What follows belongs to an exercise in optimizing a design on an open flow for small area; a production flow would make more cautious choices.
Only simulation tests tie the RTL to the original design; equivalence was not proved.

==> flow/design.v (outline; a module is shown in full before it is edited, if it fits) <==
// module complex_mult: 1935 lines
module complex_mult
#(
    parameter AWIDTH = 16,
    parameter BWIDTH = 16,
    parameter OUTWIDTH = 33
) (
    input  wire clk,
    input  wire [  AWIDTH-1:0] a_real,
    input  wire [  AWIDTH-1:0] a_imag,
    input  wire [  BWIDTH-1:0] b_real,
    input  wire [  BWIDTH-1:0] b_imag,
    input  wire                 valid,
    output wire [OUTWIDTH-1:0] z_real,
    output wire [OUTWIDTH-1:0] z_imag
);
  // ...
==> flow/flow/run.sh <==
#!/bin/bash
# Standard synthesis, then an inverter clean-up around full adders and XOR gates
# (flow/invopt.py), then the standard layout with 1x port buffers.
set -euo pipefail
R=orfs/results/${FLOW_PLATFORM}/complex_mult/base
bash standard.sh synth > synth.log 2>&1
cp $R/1_2_yosys.v $R/1_2_yosys_std.v
python3 flow/invopt.py $R/1_2_yosys_std.v $R/1_2_yosys.v > invopt.log 2>&1
touch $R/1_2_yosys.v
bash standard.sh BUFFER_PORTS_ARGS="-buffer_cell sky130_fd_sc_hd__buf_1" "CTS_ARGS=-sink_clustering_enable -repair_clock_nets -dont_use_dummy_load -buf_list sky130_fd_sc_hd__clkbuf_4 -sink_clustering_size 10 -sink_clustering_max_diameter 50" finish > layout.log 2>&1
==> flow/flow/invopt.py <==
#!/usr/bin/env python3
"""Remove inverters around full adders and XOR gates in a flat sky130 Yosys netlist.

A full adder is self-dual: FA(~a,~b,~c) = (~sum, ~cout), so each fa cell may be
flipped (all its pins complemented) without changing the logic.  An XOR gate can
absorb an inversion on any input or on its output by swapping xor2 <-> xnor2.
Simulated annealing picks flips that minimise the inverters needed; the netlist is
then rewritten with at most one inverter per signal whose complement is used.
Registers and every other cell are kept as they are.
usage: invopt.py in.v out.v [unused] [annealing steps]
"""
import re, sys, random
from collections import defaultdict

P = 'sky130_fd_sc_hd__'
INV = {P + 'inv_1', P + 'inv_2', P + 'clkinv_1'}
FA = {P + 'fa_1', P + 'fa_2', P + 'fa_4'}
XOR = {P + 'xor2_1': (P + 'xor2_1', P + 'xnor2_1', 0), P + 'xnor2_1': (P + 'xor2_1', P + 'xnor2_1', 1),
       P + 'xor2_2': (P + 'xor2_2', P + 'xnor2_2', 0), P + 'xnor2_2': (P + 'xor2_2', P + 'xnor2_2', 1),
       P + 'xor3_1': (P + 'xor3_1', P + 'xnor3_1', 0), P + 'xnor3_1': (P + 'xor3_1', P + 'xnor3_1', 1)}
OUTPINS = {'X', 'Y', 'Q', 'Q_N', 'SUM', 'COUT', 'HI', 'LO'}

src = open(sys.argv[1]).read()
mod = re.search(r'^(module\s+\w+\s*\(.*?\);)(.*)^(endmodule)', src, re.S | re.M)
pre, head, body, tail = src[:mod.start()], mod.group(1), mod.group(2), src[mod.start(3):]

cell_re = re.compile(r'^\s*(sky130_fd_sc_hd__\w+)\s+(\\\S+|\S+)\s*\((.*?)\);\n?', re.S | re.M)
pin_re = re.compile(r'\.(\w+)\(\s*(\\\S+\s|[^()\s]+)\s*\)')
cells = []
for mm in cell_re.finditer(body):
    typ, name, pins = mm.groups()
    pm = {p: n.strip() for p, n in pin_re.findall(pins)}
    cells.append([typ, name, pm])
rest = cell_re.sub('', body)

def q(n):
    return n + ' ' if n.startswith('\\') else n

protected = set()   # nets named in assigns or ports: their polarity is fixed
for a in re.findall(r'assign\s+(.*?);', rest, re.S):
    for tok in re.findall(r'\\\S+|[A-Za-z_][\w$]*(?:\[\d+\])?', a):
        protected.add(tok)
ports = set()
for d in re.findall(r'^\s*(?:input|output)\b([^;]*);', rest, re.M):
    for tok in re.findall(r'[A-Za-z_]\w*', d.split(']')[-1]):
        ports.add(tok)
def is_port_net(n):
    return n.split('[')[0] in ports or n in protected

drv = {}
for i, (typ, name, pm) in enumerate(cells):
    for p, n in pm.items():
        if p in OUTPINS:
            drv[n] = i
isinv = [c[0] in INV for c in cells]
isfa = [c[0] in FA for c in cells]
isxor = [c[0] in XOR for c in cells]

def resolve(n):
    i = drv.get(n)
    if i is not None and isinv[i] and not is_port_net(n):
        return cells[i][2]['A'], 1
    return n, 0

# loads of each base signal: (cell, pin, w0); w0 = 1 if it currently reads the complement
loads = defaultdict(list)
for i, (typ, name, pm) in enumerate(cells):
    if isinv[i] and not is_port_net(pm['Y']):
        continue
    for p, n in pm.items():
        if p in OUTPINS:
            continue
        b, w = resolve(n)
        loads[b].append((i, p, w))

flip = [0] * len(cells)       # FA: all pins complemented; XOR: output complemented
pinned = set()
for i, (typ, name, pm) in enumerate(cells):
    if isfa[i] or isxor[i]:
        for p, n in pm.items():
            if p in OUTPINS and is_port_net(n):
                pinned.add(i)

def dpol(b):
    i = drv.get(b)
    return flip[i] if i is not None and (isfa[i] or isxor[i]) else 0

def need(b):
    d = dpol(b)
    for (i, p, w) in loads[b]:
        if isxor[i]:
            continue
        wf = w ^ (flip[i] if isfa[i] else 0)
        if wf != d:
            return 1
    return 0

touch = defaultdict(set)
for b, ls in loads.items():
    for (i, p, w) in ls:
        touch[i].add(b)
for b in loads:
    i = drv.get(b)
    if i is not None:
        touch[i].add(b)

before = sum(need(b) for b in loads)
cand = [i for i in range(len(cells)) if (isfa[i] or isxor[i]) and i not in pinned]
best_flip, best = list(flip), before
random.seed(1)
import math
cur = before
# simulated annealing over flips with the exact inverter count
T = 2.0
steps = int(sys.argv[4]) if len(sys.argv) > 4 else 2000000
for k in range(steps):
    i = random.choice(cand)
    bs = touch[i]
    c0 = sum(need(b) for b in bs)
    flip[i] ^= 1
    c1 = sum(need(b) for b in bs)
    d = c1 - c0
    if d <= 0 or random.random() < math.exp(-d / T):
        cur += d
        if cur < best:
            best, best_flip = cur, list(flip)
    else:
        flip[i] ^= 1
    T = max(0.05, 2.0 * (1 - k / steps))
# final greedy polish
flip = list(best_flip)
changed = True
while changed:
    changed = False
    for i in cand:
        bs = touch[i]
        c0 = sum(need(b) for b in bs)
        flip[i] ^= 1
        c1 = sum(need(b) for b in bs)
        if c1 < c0:
            changed = True
        else:
            flip[i] ^= 1
best_flip = list(flip)
best = sum(need(b) for b in loads)
flip = best_flip
print(f'inverters: {sum(isinv)} in netlist, {before} signals needing a complement -> {best}', file=sys.stderr)

# rewrite
compl = {}
newcells = []
def comp_net(b):
    if b not in compl:
        nm = f'_invopt_{len(compl)}_'
        compl[b] = nm
        newcells.append((P + 'inv_1', nm + 'i', {'A': b, 'Y': nm}))
    return compl[b]

out = []
for i, (typ, name, pm) in enumerate(cells):
    if isinv[i] and not is_port_net(pm['Y']):
        continue
    npm = {}
    par = 0
    for p, n in pm.items():
        if p in OUTPINS:
            npm[p] = n
            continue
        b, w = resolve(n)
        d = dpol(b)
        if isxor[i]:
            npm[p] = b
            par ^= w ^ d          # reads b^d physically, wanted b^w
        else:
            wf = w ^ (flip[i] if isfa[i] else 0)
            npm[p] = b if wf == d else comp_net(b)
    if isxor[i]:
        xt, xnt, inv0 = XOR[typ]
        # wanted out = xor(inputs wanted) ^ inv0; physical output = wanted ^ flip
        typ = xnt if (inv0 ^ par ^ flip[i]) else xt
        opin = 'Y' if 'xnor2' in typ else 'X'
        onet = npm.pop('X', None) or npm.pop('Y')
        npm[opin] = onet
    out.append((typ, name, npm))

lines = [f'  wire {n};' for n in compl.values()]
for typ, name, pm in newcells + out:
    pins = ', '.join(f'.{p}({q(n)})' for p, n in pm.items())
    lines.append(f'  {typ} {q(name)} ({pins});')
open(sys.argv[2], 'w').write(pre + head + rest + '\n'.join(lines) + '\n' + tail)
==> flow/standard.sh <==
#!/bin/bash
# synth_recipe.tcl (not shown) runs the flow's synth.tcl, then flattens the netlist and writes it again
# the make line also repeats each setting of config.mk as NAME=value (left out here)
make -C /OpenROAD-flow-scripts/flow DESIGN_CONFIG=/design/flow/config.mk WORK_HOME=/design/flow/orfs CLKGATE_MAP_FILE= SYNTH_SCRIPT=/design/flow/synth_recipe.tcl "${@:-finish}"
==> flow/config.mk <==
export PLATFORM = sky130hd
export DESIGN_NAME = complex_mult
export DESIGN_NICKNAME = complex_mult
export VERILOG_FILES = /design/flow/design.v
export SDC_FILE = /design/flow/constraint.sdc
export NUM_CORES = 4
export LEC_CHECK = 0
export ABC_AREA = 1
export CAP_MARGIN = 20
export CORE_MARGIN = 2
export CORE_UTILIZATION = 65
export CTS_BUF_LIST = sky130_fd_sc_hd__clkbuf_4
export PLACE_DENSITY = 0.8
export SLEW_MARGIN = 20
==> flow/constraint.sdc <==
create_clock -name core_clock -period 7.0 [get_ports {clk}]
set_input_delay 1.4000 -clock core_clock [delete_from_list [all_inputs] [get_ports {clk}]]
set_output_delay 1.4000 -clock core_clock [all_outputs]
set_load 0.01 [all_outputs]
==> tab_implementation.tex, run 1 <==
\begin{tabular}{lr}
\hline
Metric & Value \\
\hline
\multicolumn{2}{l}{\textbf{Status}} \\
Run status & timing/DRC/antenna clean \\
\multicolumn{2}{l}{\textbf{Logic synthesis}} \\
Count of yosys warnings during synthesis & 1 \\
Synthesized cell area & just over 0.03 mm2 \\
\multicolumn{2}{l}{\textbf{Finish}} \\
Biggest area consumer among cell classes & multi-input combinational cells \\
Most common cell after layout, fill and taps aside & sky130\_fd\_sc\_hd\_\_fa\_1 \\
Share of layout cells above drive strength 1 & under 10\% \\
\multicolumn{2}{l}{\textbf{Worst setup path}} \\
CP dominant cell by count & sky130\_fd\_sc\_hd\_\_fa\_1 \\
R2r worst-path depth & 23 \\
Critical path launch point type & flip-flop \\
\multicolumn{2}{l}{\textbf{Detailed routing}} \\
Highest metal layer with signal wires & met4 \\
Average vias per placed instance & $\sim$6.2 \\
Wl on met1 & between 30000 and 40000 um \\
\multicolumn{2}{l}{\textbf{Global routing}} \\
Total global routing overflow & 0 \\
GRT met2 Usage & roughly 54\% \\
Overall global routing resource usage & between 30\% and 40\% \\
Met3 GRT Util & just under 7\% \\
\multicolumn{2}{l}{\textbf{Floorplanning}} \\
Number of ports placed on the die boundary & 132 \\
Die area & a little under 0.05 mm2 \\
Number of cell rows & between 70 and 80 \\
\multicolumn{2}{l}{\textbf{Clock network}} \\
Post-CTS setup buffer count & 0 \\
\multicolumn{2}{l}{\textbf{STA}} \\
Final number of hold-violating endpoints & 0 \\
\hline
\end{tabular}
==> inputs of run 2 (changes only) <==
==> flow/flow/run.sh (replaced) <==
#!/bin/bash
# Standard synthesis, then an inverter clean-up around full adders and XOR gates
# (flow/invopt.py), then the standard layout with 1x port buffers.
set -euo pipefail
R=orfs/results/${FLOW_PLATFORM}/complex_mult/base
bash standard.sh synth > synth.log 2>&1
cp $R/1_2_yosys.v $R/1_2_yosys_std.v
python3 flow/invopt.py $R/1_2_yosys_std.v $R/1_2_yosys.v > invopt.log 2>&1
touch $R/1_2_yosys.v
bash standard.sh BUFFER_PORTS_ARGS="-buffer_cell sky130_fd_sc_hd__buf_1" "CTS_ARGS=-sink_clustering_enable -repair_clock_nets -dont_use_dummy_load -buf_list sky130_fd_sc_hd__clkbuf_4 -sink_clustering_size 10 -sink_clustering_max_diameter 50" RECOVER_POWER=100 finish > layout.log 2>&1
--- a/flow/config.mk
+++ b/flow/config.mk
@@ -10,5 +10,5 @@
 export CORE_MARGIN = 2
 export CORE_UTILIZATION = 65
 export CTS_BUF_LIST = sky130_fd_sc_hd__clkbuf_4
-export PLACE_DENSITY = 0.8
+export PLACE_DENSITY = 0.72
 export SLEW_MARGIN = 20
==> tab_implementation.tex, run 2 <==
\begin{tabular}{lr}
\hline
Metric & Value \\
\hline
\multicolumn{2}{l}{\textbf{Detailed routing}} \\
ANT nets after route & 0 (unchanged) \\
Total via count in the routed design & 20640 (was 20720) \\
First-pass iteration count of the detailed router & 7 (was 6) \\
WL/cell & 24.52 um (was 24.37 um) \\
Detailed-route DRC error count & 0 (unchanged) \\
Average vias per placed instance & 6.128 (was 6.155) \\
Total detailed-routing wirelength & 82590 um (was 82050 um) \\
Violation count after the first detailed-routing iteration & 2314 (was 2226) \\
\multicolumn{2}{l}{\textbf{Clock network}} \\
Clock tree sinks & 483 (unchanged) \\
Clock Tree Buf Depth & 3 (unchanged) \\
Clock tree from TritonCTS & done (unchanged) \\
CTS clock-pin slew for the worst setup and hold paths & 110 ps (was 100 ps) \\
H-tree depth & 2 (unchanged) \\
Worst-skew pair later-pin latency & 880 ps (was 850 ps) \\
Clock buffers created by TritonCTS & 61 (unchanged) \\
Root buf cell & sky130\_fd\_sc\_hd\_\_clkbuf\_4 (unchanged) \\
\multicolumn{2}{l}{\textbf{Placed design}} \\
Instance area at placement & 0.03167 mm2 (was 0.03171 mm2) \\
HPWL after DPL & 67040 um (was 66860 um) \\
Pre-CTS worst setup slack & 74.07 ps (was 182.7 ps) \\
Number of buffers added on ports & 131 (unchanged) \\
Global placer's final weighted congestion & 1.005 (was 0.9936) \\
\multicolumn{2}{l}{\textbf{STA}} \\
Total negative slack & 0 ps (unchanged) \\
Slack of the critical path & 171.8 ps (was 195.4 ps) \\
Period utilization & 97.55\% (was 97.21\%) \\
Headroom to the max-slew limit & 48.68\% (was 40.31\%) \\
Crit path time final & 6828 ps (was 6805 ps) \\
Measured slew at the worst slew-check pin & 769.0 ps (was 894.1 ps) \\
Final setup vio count & 0 (unchanged) \\
Final Max Slew Viols & 0 (unchanged) \\
Worst Hold Margin & 194.2 ps (was 269.0 ps) \\
Max Clock Skew & 163.8 ps (was 119.2 ps) \\
Max Clock Freq & 146.5 MHz (was 147.0 MHz) \\
Final number of hold-violating endpoints & 0 (unchanged) \\
RSZ-0062 raised after global routing & yes \\
\multicolumn{2}{l}{\textbf{Finish}} \\
Area used by multi-input combinational logic & 0.01848 mm2 (was 0.01849 mm2) \\
Most frequent cells in the layout & sky130\_fd\_sc\_hd\_\_fa\_1, sky130\_fd\_sc\_hd\_\_dfxtp\_1, sky130\_fd\_sc\_hd\_\_o22ai\_1 (unchanged) \\
Area grow syn2layout & 7.089\% (was 7.031\%) \\
Biggest regs & zi7 x33, zr7 x32 (unchanged) \\
Seq. cell area & 0.01032 mm2 (was 0.01031 mm2) \\
Share of layout cells above drive strength 1 & 9.544\% (was 9.374\%) \\
Top reg by flops & zi7 (unchanged) \\
Fillers & 3252 (was 3245) \\
Max reg flops & 33 (unchanged) \\
Most common cell after layout, fill and taps aside & sky130\_fd\_sc\_hd\_\_fa\_1 (unchanged) \\
Number of nets in the layout & 3387 (was 3384) \\
Final cell area excluding filler cells & 0.03230 mm2 (was 0.03228 mm2) \\
\multicolumn{2}{l}{\textbf{Min path}} \\
Startpoint of the most critical hold path & ar3[11]\$\_DFF\_P\_ (was ai4[9]\$\_DFF\_P\_) \\
Worst min path class & reg2reg (unchanged) \\
\multicolumn{2}{l}{\textbf{Floorplanning}} \\
Number of cell rows & 78 (unchanged) \\
Starting utilization of the core area & 66.18\% (unchanged) \\
Die outline height & 219.4 um (unchanged) \\
Area of the placeable core & 0.04558 mm2 (unchanged) \\
Die extent in x & 219.4 um (unchanged) \\
Number of ports placed on the die boundary & 132 (unchanged) \\
Die area & 0.04815 mm2 (unchanged) \\
\multicolumn{2}{l}{\textbf{Logic synthesis}} \\
Average cell area after synthesis & 11.69 um2 (unchanged) \\
Count of yosys warnings during synthesis & 1 (unchanged) \\
Nets in the synthesized netlist & 3200 (unchanged) \\
Synthesized cell area & 0.03016 mm2 (unchanged) \\
Number of cells produced by synthesis & 2581 (unchanged) \\
\multicolumn{2}{l}{\textbf{Worst setup path}} \\
Slowest cell on crit path & sky130\_fd\_sc\_hd\_\_fa\_1 (unchanged) \\
Critical path endpoint category & flip-flop (unchanged) \\
Startpoint of the worst register-to-register path & ar5[0]\$\_DFF\_P\_ (was ps1[8]\$\_DFF\_P\_) \\
Biggest fanout along the worst timing path & 2 (was 9) \\
Classification of the worst setup path & reg2reg (unchanged) \\
CP dominant cell by count & sky130\_fd\_sc\_hd\_\_fa\_1 (unchanged) \\
Critical path cell sequence & ha\_1, fa\_1, fa\_1, fa\_1, fa\_1, fa\_1, fa\_1, fa\_1, fa\_1, fa\_1, fa\_1, fa\_1, fa\_1, fa\_1, fa\_1, fa\_1 (was inv\_1, buf\_4, o22ai\_1, xor2\_1, fa\_1, fa\_1, fa\_1, fa\_1, ha\_2, fa\_1, fa\_1, ha\_1, a21oi\_1, o21ai\_0, a21oi\_1, nand2\_2, nand2\_1, nand2\_1, nand2\_1, nand2\_1, fa\_1, xor2\_1, xnor2\_1) \\
Arrival time reported for the critical path endpoint & 7440 ps (was 7510 ps) \\
Critical path launch point type & flip-flop (unchanged) \\
Startpoint of the worst setup timing path & ar5[0]\$\_DFF\_P\_ (was ps1[8]\$\_DFF\_P\_) \\
Largest stage delay on the critical path & 450 ps (was 550 ps) \\
Required time at the worst-slack endpoint & 7610 ps (was 7710 ps) \\
\multicolumn{2}{l}{\textbf{Global routing}} \\
Number of global-route vias before repair & 21160 (was 21540) \\
Total global routing overflow & 0 (unchanged) \\
Number of antenna violations at the first check in global routing & 3 (was 2) \\
Overall global routing resource usage & 35.45\% (was 35.44\%) \\
First-pass GRT wire length & 124700 um (was 125400 um) \\
Largest net degree at the start of global routing & 54 (was 65) \\
\multicolumn{2}{l}{\textbf{Run}} \\
Max-cap violation count & 0 (unchanged) \\
\multicolumn{2}{l}{\textbf{Status}} \\
Run status & timing/DRC/antenna clean (unchanged) \\
\hline
\end{tabular}
## run 2: per-stage QoR
stage	std cells	utilization, %
2_1_floorplan	2581	-
3_3_place_gp	3298	69.48
3_5_place_dp	3298	69.48
4_1_cts	3359	70.49
5_1_grt	3368	70.88
6_report	3368	70.88
## run 2: critical path: cells and delay by family, from the launching register on
family | cells | cell delay, ps
flops | 1 | 360
fa+ha+maj | 16 | 6200
## run 2: final timing paths
path	endpoint	slack (ps)	cells past startpoint
worst max-delay path	ps1[15]$_DFF_P_	170	16
worst min-delay path	ar4[11]$_DFF_P_	190	0
worst max register to register	ps1[15]$_DFF_P_	170	16
worst min register to register	ar4[11]$_DFF_P_	190	0
## run 2: repair_timing
action,CTS,global route
pin swaps,0,1
resized for setup,1,32
setup endpoints to repair,1,10
hold buffers,0,0
setup buffers,0,7
## run 2: final cells by class
class,count,share of cell area [%]
repair buffers,275,4.919
diodes,2,0.01549
inverters,186,2.185
clock buffers,61,1.418
well taps,600,2.324
multi-input cells,1761,57.19
flip-flops and latches,483,31.94
## run 2: layer usage
metal / routed length, um / vias up / part of all wire [%] / global-route usage (%)
li1: - / 8939 / - / -
met1: 31460 / 10150 / 38 / 47.59
met2: 36930 / 1289 / 45 / 54.21
met3: 8511 / 258 / 10 / 6.694
met4: 5668 / 2 / 6.9 / 20.74
met5: 18 / - / 0.022 / 0
==> inputs of run 3 (changes only) <==
==> flow/flow/run.sh (replaced) <==
#!/bin/bash
# Standard synthesis, then an inverter clean-up around full adders and XOR gates
# (flow/invopt.py), then the standard layout with 1x port buffers.
set -euo pipefail
R=orfs/results/${FLOW_PLATFORM}/complex_mult/base
bash standard.sh synth > synth.log 2>&1
cp $R/1_2_yosys.v $R/1_2_yosys_std.v
python3 flow/invopt.py $R/1_2_yosys_std.v $R/1_2_yosys.v > invopt.log 2>&1
touch $R/1_2_yosys.v
bash standard.sh BUFFER_PORTS_ARGS="-buffer_cell sky130_fd_sc_hd__buf_1" "CTS_ARGS=-sink_clustering_enable -repair_clock_nets -dont_use_dummy_load -buf_list sky130_fd_sc_hd__clkbuf_4 -sink_clustering_size 10 -sink_clustering_max_diameter 50" finish > layout.log 2>&1
--- a/flow/flow/invopt.py
+++ b/flow/flow/invopt.py
@@ -6,6 +6,7 @@
 absorb an inversion on any input or on its output by swapping xor2 <-> xnor2.
 Simulated annealing picks flips that minimise the inverters needed; the netlist is
 then rewritten with at most one inverter per signal whose complement is used.
+A half adder whose output is used only complemented is split into two gates.
 Registers and every other cell are kept as they are.
 usage: invopt.py in.v out.v [unused] [annealing steps]
 """
@@ -183,6 +184,42 @@
         npm[opin] = onet
     out.append((typ, name, npm))
 
+# A half adder whose sum or carry is used only complemented is split into an
+# XOR/XNOR gate and an AND/NAND gate, which drops the inverter at no extra area.
+direct = defaultdict(int)
+for typ, name, pm in out:
+    for p, n in pm.items():
+        if p not in OUTPINS:
+            direct[n] += 1
+inv_of = {b: c for b, c in compl.items()}
+dropped = set()
+split = []
+nsplit = 0
+for k, (typ, name, pm) in enumerate(out):
+    if typ != P + 'ha_1':
+        continue
+    sn, cn = pm['SUM'], pm['COUT']
+    s_only = sn in inv_of and direct[sn] == 0 and not is_port_net(sn)
+    c_only = cn in inv_of and direct[cn] == 0 and not is_port_net(cn)
+    if not (s_only or c_only):
+        continue
+    nsplit += 1
+    a, b = pm['A'], pm['B']
+    if s_only:
+        split.append((P + 'xnor2_1', f'_haopt_{nsplit}_s', {'A': a, 'B': b, 'Y': inv_of[sn]}))
+        dropped.add(sn)
+    else:
+        split.append((P + 'xor2_1', f'_haopt_{nsplit}_s', {'A': a, 'B': b, 'X': sn}))
+    if c_only:
+        split.append((P + 'nand2_1', f'_haopt_{nsplit}_c', {'A': a, 'B': b, 'Y': inv_of[cn]}))
+        dropped.add(cn)
+    else:
+        split.append((P + 'and2_1', f'_haopt_{nsplit}_c', {'A': a, 'B': b, 'X': cn}))
+    out[k] = None
+out = [c for c in out if c is not None] + split
+newcells = [c for c in newcells if c[2]['A'] not in dropped]
+print(f'split {nsplit} half adders, dropped {len(dropped)} inverters', file=sys.stderr)
+
 lines = [f'  wire {n};' for n in compl.values()]
 for typ, name, pm in newcells + out:
     pins = ', '.join(f'.{p}({q(n)})' for p, n in pm.items())
==> tab_implementation.tex, run 3 <==
\begin{tabular}{lr}
\hline
Metric & Value \\
\hline
\multicolumn{2}{l}{\textbf{Run}} \\
Max-cap violation count & 0 (unchanged) \\
\multicolumn{2}{l}{\textbf{Finish}} \\
Number of nets in the layout & 3353 (was 3387) \\
Max reg flops & 33 (unchanged) \\
Fillers & 3168 (was 3252) \\
Most frequent cells in the layout & sky130\_fd\_sc\_hd\_\_fa\_1, sky130\_fd\_sc\_hd\_\_dfxtp\_1, sky130\_fd\_sc\_hd\_\_o22ai\_1 (unchanged) \\
Share of layout cells above drive strength 1 & 9.600\% (was 9.544\%) \\
Final cell area excluding filler cells & 0.03217 mm2 (was 0.03230 mm2) \\
Top reg by flops & zi7 (unchanged) \\
Area grow syn2layout & 7.080\% (was 7.089\%) \\
Most common cell after layout, fill and taps aside & sky130\_fd\_sc\_hd\_\_fa\_1 (unchanged) \\
Biggest regs & zi7 x33, zr7 x32 (unchanged) \\
\multicolumn{2}{l}{\textbf{Worst setup path}} \\
Critical path endpoint category & flip-flop (unchanged) \\
Critical path cell sequence & ha\_1, fa\_1, fa\_1, fa\_1, fa\_1, fa\_1, fa\_1, fa\_1, fa\_1, fa\_2, fa\_2, fa\_1, fa\_1, fa\_1, fa\_1, fa\_1 (was ha\_1, fa\_1, fa\_1, fa\_1, fa\_1, fa\_1, fa\_1, fa\_1, fa\_1, fa\_1, fa\_1, fa\_1, fa\_1, fa\_1, fa\_1, fa\_1) \\
Required time at the worst-slack endpoint & 7670 ps (was 7610 ps) \\
Classification of the worst setup path & reg2reg (unchanged) \\
CP dominant cell by count & sky130\_fd\_sc\_hd\_\_fa\_1 (unchanged) \\
Critical path launch point type & flip-flop (unchanged) \\
R2r worst-path depth & 16 (unchanged) \\
Startpoint of the worst setup timing path & br5[0]\$\_DFF\_P\_ (was ar5[0]\$\_DFF\_P\_) \\
Arrival time reported for the critical path endpoint & 7540 ps (was 7440 ps) \\
Largest stage delay on the critical path & 450 ps (about the same) \\
Worst r2r dst & ps3[15]\$\_DFF\_P\_ (was ps1[15]\$\_DFF\_P\_) \\
Worst-case register-to-register setup slack & 130 ps (was 170 ps) \\
Slowest cell on crit path & sky130\_fd\_sc\_hd\_\_fa\_1 (unchanged) \\
Startpoint of the worst register-to-register path & br5[0]\$\_DFF\_P\_ (was ar5[0]\$\_DFF\_P\_) \\
Biggest fanout along the worst timing path & 4 (was 2) \\
\multicolumn{2}{l}{\textbf{Placed design}} \\
Global placer's final weighted congestion & 1.009 (was 1.005) \\
Pre-CTS worst setup slack & -48.93 ps (was 74.07 ps) \\
Number of buffers added on ports & 131 (unchanged) \\
HPWL after DPL & 69840 um (was 67040 um) \\
Instance area at placement & 0.03161 mm2 (was 0.03167 mm2) \\
\multicolumn{2}{l}{\textbf{STA}} \\
RSZ-0062 raised after global routing & yes (unchanged) \\
Measured slew at the worst slew-check pin & 1035 ps (was 769.0 ps) \\
Headroom to the max-slew limit & 30.29\% (was 48.68\%) \\
Max Clock Skew & 215.3 ps (was 163.8 ps) \\
Crit path time final & 6870 ps (was 6828 ps) \\
Max Clock Freq & 145.6 MHz (was 146.5 MHz) \\
Final Max Slew Viols & 0 (unchanged) \\
Final number of hold-violating endpoints & 0 (unchanged) \\
Final setup vio count & 0 (unchanged) \\
Slack of the critical path & 130.1 ps (was 171.8 ps) \\
Period utilization & 98.14\% (was 97.55\%) \\
\multicolumn{2}{l}{\textbf{Detailed routing}} \\
WL/cell & 25.80 um (was 24.52 um) \\
Detailed-route DRC error count & 0 (unchanged) \\
ANT nets after route & 0 (unchanged) \\
First-pass iteration count of the detailed router & 6 (was 7) \\
Total detailed-routing wirelength & 86480 um (was 82590 um) \\
Violation count after the first detailed-routing iteration & 2102 (was 2314) \\
Average vias per placed instance & 6.159 (was 6.128) \\
Total via count in the routed design & 20650 (was 20640) \\
\multicolumn{2}{l}{\textbf{Global routing}} \\
Number of antenna violations at the first check in global routing & 2 (was 3) \\
Overall global routing resource usage & 37.37\% (was 35.45\%) \\
First-pass GRT wire length & 129800 um (was 124700 um) \\
Total global routing overflow & 0 (unchanged) \\
Largest net degree at the start of global routing & 56 (was 54) \\
Number of global-route vias before repair & 21580 (was 21160) \\
\multicolumn{2}{l}{\textbf{Min path}} \\
Worst min path class & reg2reg (unchanged) \\
Hold worst-path end & ai3[4]\$\_DFF\_P\_ (was ar4[11]\$\_DFF\_P\_) \\
Cell depth of the worst min-delay path & 0 (unchanged) \\
Startpoint of the most critical hold path & ai2[4]\$\_DFF\_P\_ (was ar3[11]\$\_DFF\_P\_) \\
\multicolumn{2}{l}{\textbf{Clock network}} \\
Clock tree from TritonCTS & done (unchanged) \\
Clock tree sinks & 483 (unchanged) \\
CTS clock-pin slew for the worst setup and hold paths & 100 ps (was 110 ps) \\
Worst-skew pair later-pin latency & 890 ps (was 880 ps) \\
Clock Tree Buf Depth & 3 (unchanged) \\
Clock buffers created by TritonCTS & 59 (was 61) \\
Root buf cell & sky130\_fd\_sc\_hd\_\_clkbuf\_4 (unchanged) \\
H-tree depth & 2 (unchanged) \\
\multicolumn{2}{l}{\textbf{Floorplanning}} \\
Area of the placeable core & 0.04548 mm2 (was 0.04558 mm2) \\
Number of cell rows & 78 (unchanged) \\
Die area & 0.04795 mm2 (was 0.04815 mm2) \\
Die extent in x & 219.0 um (was 219.4 um) \\
Number of ports placed on the die boundary & 132 (unchanged) \\
Die outline height & 219.0 um (was 219.4 um) \\
Starting utilization of the core area & 66.06\% (was 66.18\%) \\
\multicolumn{2}{l}{\textbf{Logic synthesis}} \\
Number of cells produced by synthesis & 2566 (was 2581) \\
Nets in the synthesized netlist & 3167 (was 3200) \\
Average cell area after synthesis & 11.71 um2 (was 11.69 um2) \\
Synthesized cell area & 0.03004 mm2 (was 0.03016 mm2) \\
Count of yosys warnings during synthesis & 1 (unchanged) \\
\multicolumn{2}{l}{\textbf{Status}} \\
Run status & timing/DRC/antenna clean (unchanged) \\
\hline
\end{tabular}
run 3: metal layers:
layer	global-route usage, %	vias to the layer above	wire length (um)
met5	0	-	0
met4	20.74	0	5749
met3	8.870	279	8836
met2	57.16	1193	38610
met1	49.49	10260	33280
li1	-	8912	-
run 3: final cells by class:
class / instances / area (um2) / area share (%)
inverters: 153 / 574.3 / 1.785
diodes: 2 / 5.005 / 0.01556
flip-flops and latches: 483 / 10320 / 32.08
repair buffers: 276 / 1622 / 5.041
well taps: 600 / 750.7 / 2.334
clock buffers: 59 / 442.9 / 1.377
multi-input cells: 1779 / 18460 / 57.37
run 3: per-stage QoR:
step | setup TNS [ps] | cells | hold slack [ps] | utilization (%)
final | 0 | 3352 | 278.9 | 70.74
after global routing | -37.86 | 3352 | 283.2 | 70.74
after CTS | 0 | 3348 | 282.4 | 70.50
after detailed placement | -48.93 | 3289 | 312.1 | 69.51
after global placement | 0 | 3289 | 309.7 | 69.51
after floorplan | 0 | 2566 | 309.6 | -
run 3: critical path: cells and delay by family (launching register included):
family / cells / cell delay (ps)
adders and majority gates: 16 / 6450
DFF: 1 / 360
run 3: worst max path at each step:
stage	to	cells past startpoint
after floorplan	zr7[31]$_DFF_P_	27
after global placement	zi7[22]$_DFF_P_	25
after detailed placement	ps3[15]$_DFF_P_	16
after CTS	ps3[15]$_DFF_P_	16
after global routing	zr7[31]$_DFF_P_	24
final	ps3[15]$_DFF_P_	16
run 3: repair_timing:
action                                  4_1_cts  5_1_grt
pin swaps                                     0        2
endpoints found under the setup margin        3       18
hold buffers                                  0        0
buffers inserted                              0        2
resized for setup                             2       29
==> inputs of run 4 (changes only) <==
--- a/flow/flow/invopt.py
+++ b/flow/flow/invopt.py
@@ -6,7 +6,8 @@
 absorb an inversion on any input or on its output by swapping xor2 <-> xnor2.
 Simulated annealing picks flips that minimise the inverters needed; the netlist is
 then rewritten with at most one inverter per signal whose complement is used.
-A half adder whose output is used only complemented is split into two gates.
+A half adder whose output is used only complemented is split into two gates,
+and a complement with many loads gets one inverter per few loads.
 Registers and every other cell are kept as they are.
 usage: invopt.py in.v out.v [unused] [annealing steps]
 """
@@ -48,6 +49,25 @@
 def is_port_net(n):
     return n.split('[')[0] in ports or n in protected
 
+drv = {}
+for i, (typ, name, pm) in enumerate(cells):
+    for p, n in pm.items():
+        if p in OUTPINS:
+            drv[n] = i
+# Buffers from synthesis (the layout removes them anyway) are dropped here so
+# that fanouts are seen as they are.
+isbuf = [re.match(P + r'(clk)?buf_\d+$', c[0]) is not None and not is_port_net(c[2].get('X', '')) for c in cells]
+thru = {cells[i][2]['X']: cells[i][2]['A'] for i in range(len(cells)) if isbuf[i]}
+def unbuf(n):
+    while n in thru:
+        n = thru[n]
+    return n
+for i, c in enumerate(cells):
+    if not isbuf[i]:
+        for p in list(c[2]):
+            if p not in OUTPINS:
+                c[2][p] = unbuf(c[2][p])
+cells = [c for i, c in enumerate(cells) if not isbuf[i]]
 drv = {}
 for i, (typ, name, pm) in enumerate(cells):
     for p, n in pm.items():
@@ -184,6 +204,7 @@
         npm[opin] = onet
     out.append((typ, name, npm))
 
+rev_compl = {}
 # A half adder whose sum or carry is used only complemented is split into an
 # XOR/XNOR gate and an AND/NAND gate, which drops the inverter at no extra area.
 direct = defaultdict(int)
@@ -218,9 +239,31 @@
     out[k] = None
 out = [c for c in out if c is not None] + split
 newcells = [c for c in newcells if c[2]['A'] not in dropped]
+rev_compl = {c: b for b, c in compl.items() if b not in dropped}
 print(f'split {nsplit} half adders, dropped {len(dropped)} inverters', file=sys.stderr)
 
-lines = [f'  wire {n};' for n in compl.values()]
+# A complement used by many pins gets one inverter per SPLIT pins instead of a
+# single inverter that the layout would have to buffer.
+SPLIT = 6
+users = defaultdict(list)
+for k, (typ, name, pm) in enumerate(out):
+    for p, n in pm.items():
+        if p not in OUTPINS and n in rev_compl:
+            users[n].append((k, p))
+extra = []
+for cn, us in users.items():
+    if len(us) <= SPLIT:
+        continue
+    b = rev_compl[cn]
+    for g in range(1, (len(us) + SPLIT - 1) // SPLIT):
+        nn = f'{cn}s{g}_'
+        extra.append(nn)
+        newcells.append((P + 'inv_1', nn + 'i', {'A': b, 'Y': nn}))
+        for (k, p) in us[g * SPLIT:(g + 1) * SPLIT]:
+            out[k][2][p] = nn
+print(f'added {len(extra)} inverters to split high-fanout complements', file=sys.stderr)
+
+lines = [f'  wire {n};' for n in list(compl.values()) + extra]
 for typ, name, pm in newcells + out:
     pins = ', '.join(f'.{p}({q(n)})' for p, n in pm.items())
     lines.append(f'  {typ} {q(name)} ({pins});')
==> tab_implementation.tex, run 4 <==
\begin{tabular}{lr}
\hline
Metric & Value \\
\hline
\multicolumn{2}{l}{\textbf{Worst setup path}} \\
Critical path endpoint category & flip-flop (unchanged) \\
Slowest cell on crit path & sky130\_fd\_sc\_hd\_\_fa\_1 (unchanged) \\
Worst r2r dst & ps3[15]\$\_DFF\_P\_ (unchanged) \\
Classification of the worst setup path & reg2reg (unchanged) \\
Critical Path Sink & ps3[15]\$\_DFF\_P\_ (unchanged) \\
Startpoint of the worst register-to-register path & bi5[0]\$\_DFF\_P\_ (was br5[0]\$\_DFF\_P\_) \\
Biggest fanout along the worst timing path & 2 (was 4) \\
Required time at the worst-slack endpoint & 7760 ps (was 7670 ps) \\
Critical path launch point type & flip-flop (unchanged) \\
Critical path cell sequence & ha\_1, fa\_1, fa\_1, fa\_1, fa\_1, fa\_1, fa\_1, fa\_1, fa\_1, fa\_1, fa\_1, fa\_1, fa\_1, fa\_1, fa\_1, fa\_1 (was ha\_1, fa\_1, fa\_1, fa\_1, fa\_1, fa\_1, fa\_1, fa\_1, fa\_1, fa\_2, fa\_2, fa\_1, fa\_1, fa\_1, fa\_1, fa\_1) \\
Startpoint of the worst setup timing path & bi5[0]\$\_DFF\_P\_ (was br5[0]\$\_DFF\_P\_) \\
Arrival time reported for the critical path endpoint & 7630 ps (was 7540 ps) \\
Largest stage delay on the critical path & 460 ps (was 450 ps) \\
R2r worst-path depth & 16 (unchanged) \\
Worst-case register-to-register setup slack & 130 ps (about the same) \\
CP dominant cell by count & sky130\_fd\_sc\_hd\_\_fa\_1 (unchanged) \\
\multicolumn{2}{l}{\textbf{Detailed routing}} \\
Total detailed-routing wirelength & 98440 um (was 86480 um) \\
Detailed-route DRC error count & 0 (unchanged) \\
Average vias per placed instance & 6.421 (was 6.159) \\
First-pass iteration count of the detailed router & 9 (was 6) \\
ANT nets after route & 0 (unchanged) \\
Total via count in the routed design & 21970 (was 20650) \\
WL/cell & 28.77 um (was 25.80 um) \\
Violation count after the first detailed-routing iteration & 2725 (was 2102) \\
\multicolumn{2}{l}{\textbf{Placed design}} \\
Number of buffers added on ports & 131 (unchanged) \\
HPWL after DPL & 77410 um (was 69840 um) \\
DP Cell Count & 3351 (was 3289) \\
Global placer's final weighted congestion & 1.053 (was 1.009) \\
\multicolumn{2}{l}{\textbf{Global routing}} \\
Number of antenna violations at the first check in global routing & 4 (was 2) \\
First-pass GRT wire length & 146400 um (was 129800 um) \\
Overall global routing resource usage & 42.96\% (was 37.37\%) \\
Total global routing overflow & 0 (unchanged) \\
Largest net degree at the start of global routing & 61 (was 56) \\
Number of global-route vias before repair & 23750 (was 21580) \\
\multicolumn{2}{l}{\textbf{Logic synthesis}} \\
Synthesized cell area & 0.02969 mm2 (was 0.03004 mm2) \\
Count of yosys warnings during synthesis & 1 (unchanged) \\
Average cell area after synthesis & 11.75 um2 (was 11.71 um2) \\
Nets in the synthesized netlist & 3127 (was 3167) \\
Number of cells produced by synthesis & 2526 (was 2566) \\
\multicolumn{2}{l}{\textbf{Finish}} \\
Biggest regs & zi7 x33, zr7 x32 (unchanged) \\
Area grow syn2layout & 8.773\% (was 7.080\%) \\
Max reg flops & 33 (unchanged) \\
Number of nets in the layout & 3422 (was 3353) \\
Fillers & 3037 (was 3168) \\
Final non-filler cell total & 3422 (was 3352) \\
Top reg by flops & zi7 (unchanged) \\
Share of layout cells above drive strength 1 & 8.159\% (was 9.600\%) \\
Most common cell after layout, fill and taps aside & sky130\_fd\_sc\_hd\_\_fa\_1 (unchanged) \\
Most frequent cells in the layout & sky130\_fd\_sc\_hd\_\_fa\_1, sky130\_fd\_sc\_hd\_\_dfxtp\_1, sky130\_fd\_sc\_hd\_\_o22ai\_1 (unchanged) \\
\multicolumn{2}{l}{\textbf{STA}} \\
Final setup vio count & 0 (unchanged) \\
Max Clock Skew & 81.56 ps (was 215.3 ps) \\
Headroom to the max-slew limit & 44.46\% (was 30.29\%) \\
Period utilization & 98.11\% (was 98.14\%) \\
Max Clock Freq & 145.6 MHz (about the same) \\
Measured slew at the worst slew-check pin & 833.1 ps (was 1035 ps) \\
Crit path time final & 6868 ps (was 6870 ps) \\
Final number of hold-violating endpoints & 0 (unchanged) \\
Total negative slack & 0 ps (unchanged) \\
Final Max Slew Viols & 0 (unchanged) \\
\multicolumn{2}{l}{\textbf{Floorplanning}} \\
Die area & 0.04741 mm2 (was 0.04795 mm2) \\
Die outline height & 217.7 um (was 219.0 um) \\
Number of ports placed on the die boundary & 132 (unchanged) \\
Number of cell rows & 78 (unchanged) \\
Die extent in x & 217.7 um (was 219.0 um) \\
Area of the placeable core & 0.04519 mm2 (was 0.04548 mm2) \\
Starting utilization of the core area & 65.71\% (was 66.06\%) \\
\multicolumn{2}{l}{\textbf{Clock network}} \\
Clock buffers created by TritonCTS & 66 (was 59) \\
Post-CTS Hold Fix Bufs & 0 (unchanged) \\
Root buf cell & sky130\_fd\_sc\_hd\_\_clkbuf\_4 (unchanged) \\
CTS clock-pin slew for the worst setup and hold paths & 110 ps (was 100 ps) \\
H-tree depth & 3 (was 2) \\
Clock Tree Buf Depth & 3 (unchanged) \\
Clock tree from TritonCTS & done (unchanged) \\
Clock tree sinks & 483 (unchanged) \\
Worst-skew pair later-pin latency & 880 ps (was 890 ps) \\
\multicolumn{2}{l}{\textbf{Min path}} \\
Worst min path class & reg2reg (unchanged) \\
\multicolumn{2}{l}{\textbf{Status}} \\
Run status & timing/DRC/antenna clean (unchanged) \\
\multicolumn{2}{l}{\textbf{Run}} \\
Max-cap violation count & 0 (unchanged) \\
\hline
\end{tabular}
## run 4: timing repair
| action | in CTS | in global routing |
|---|---|---|
| setup endpoints to repair | 0 | 5 |
| resized for setup | 0 | 38 |
| setup buffers | 0 | 2 |
## run 4: worst min-delay path by stage
stage	from	end	cells after the start
after floorplan	ai2[0]$_DFF_P_	ai3[0]$_DFF_P_	0
final	ar1[10]$_DFFE_PP_	ar2[10]$_DFF_P_	0
after global placement	bi3[6]$_DFF_P_	bi4[6]$_DFF_P_	0
after global routing	ar1[10]$_DFFE_PP_	ar2[10]$_DFF_P_	0
after detailed placement	ar2[2]$_DFF_P_	ar3[2]$_DFF_P_	0
after CTS	ar1[10]$_DFFE_PP_	ar2[10]$_DFF_P_	0
## run 4: layer usage
layer | global-route usage, % | part of all wire, % | wire (um)
met1 | 53.52 | 36 | 34990
met2 | 64.37 | 44 | 42930
met3 | 12.94 | 12 | 11720
met4 | 30.41 | 8.9 | 8753
met5 | 0 | 0.056 | 55
## run 4: layout make-up
type                       instances  area [um2]  share of cell area [%]
sequential                       483       10320                   31.95
tap                              600       750.7                   2.324
timing repair buffer             228        1225                   3.793
inverter                         263       994.7                   3.080
clock buffer                      66       495.5                   1.534
multi-input combinational       1779       18510                   57.30
antenna                            3       7.507                 0.02324
## run 4: metrics by stage
stage | util, % | area (um2) | setup WS [ps] | hold slack [ps]
floorplan | - | 29690 | 17.16 | 309.6
global placement | 70.03 | 31640 | 307.8 | 309.7
detailed placement | 70.03 | 31640 | 123.2 | 312.1
CTS | 71.12 | 32140 | 71.78 | 290.7
global route | 71.47 | 32290 | -20.39 | 282.8
finish | 71.48 | 32300 | 132.1 | 287.7
## run 4: critical path: cells and delay by family, from the launching register on
kind	cells	cell delay (ps)
adder cells (fa/ha/maj)	16	6420
flip-flops	1	350

[afterwards: timing with drivers on the ports]
Ports are ideal in the flow. The routed layouts listed here were re-timed in OpenROAD.
Step 1 assumes that a clkbuf_16 drives the clock port and a buf_2 every other input.
Step 2 adds t to the input delays and takes it off the output delays; t is the mean of the earliest and latest rising clock arrival at the registers after step 1. Input paths then give back, and output paths get back, about the clock's delay inside the block.
a / b / c = ideal / step 1 / step 2; a / b = the first two.
| run | t, ns | setup WS [ns] | slew at the worst register clock pin (ns) |
|---|---|---|---|
| run 1 | 0.846 | 0.195 / 0.195 / 0.195 | 0.10 / 0.10 |
| run 2 | 0.857 | 0.172 / 0.172 / 0.172 | 0.11 / 0.11 |
| run 3 | 0.841 | 0.130 / 0.130 / 0.130 | 0.11 / 0.11 |
| run 4 | 0.888 | 0.132 / 0.132 / 0.132 | 0.12 / 0.12 |
After both steps setup and hold are still met in every run listed.
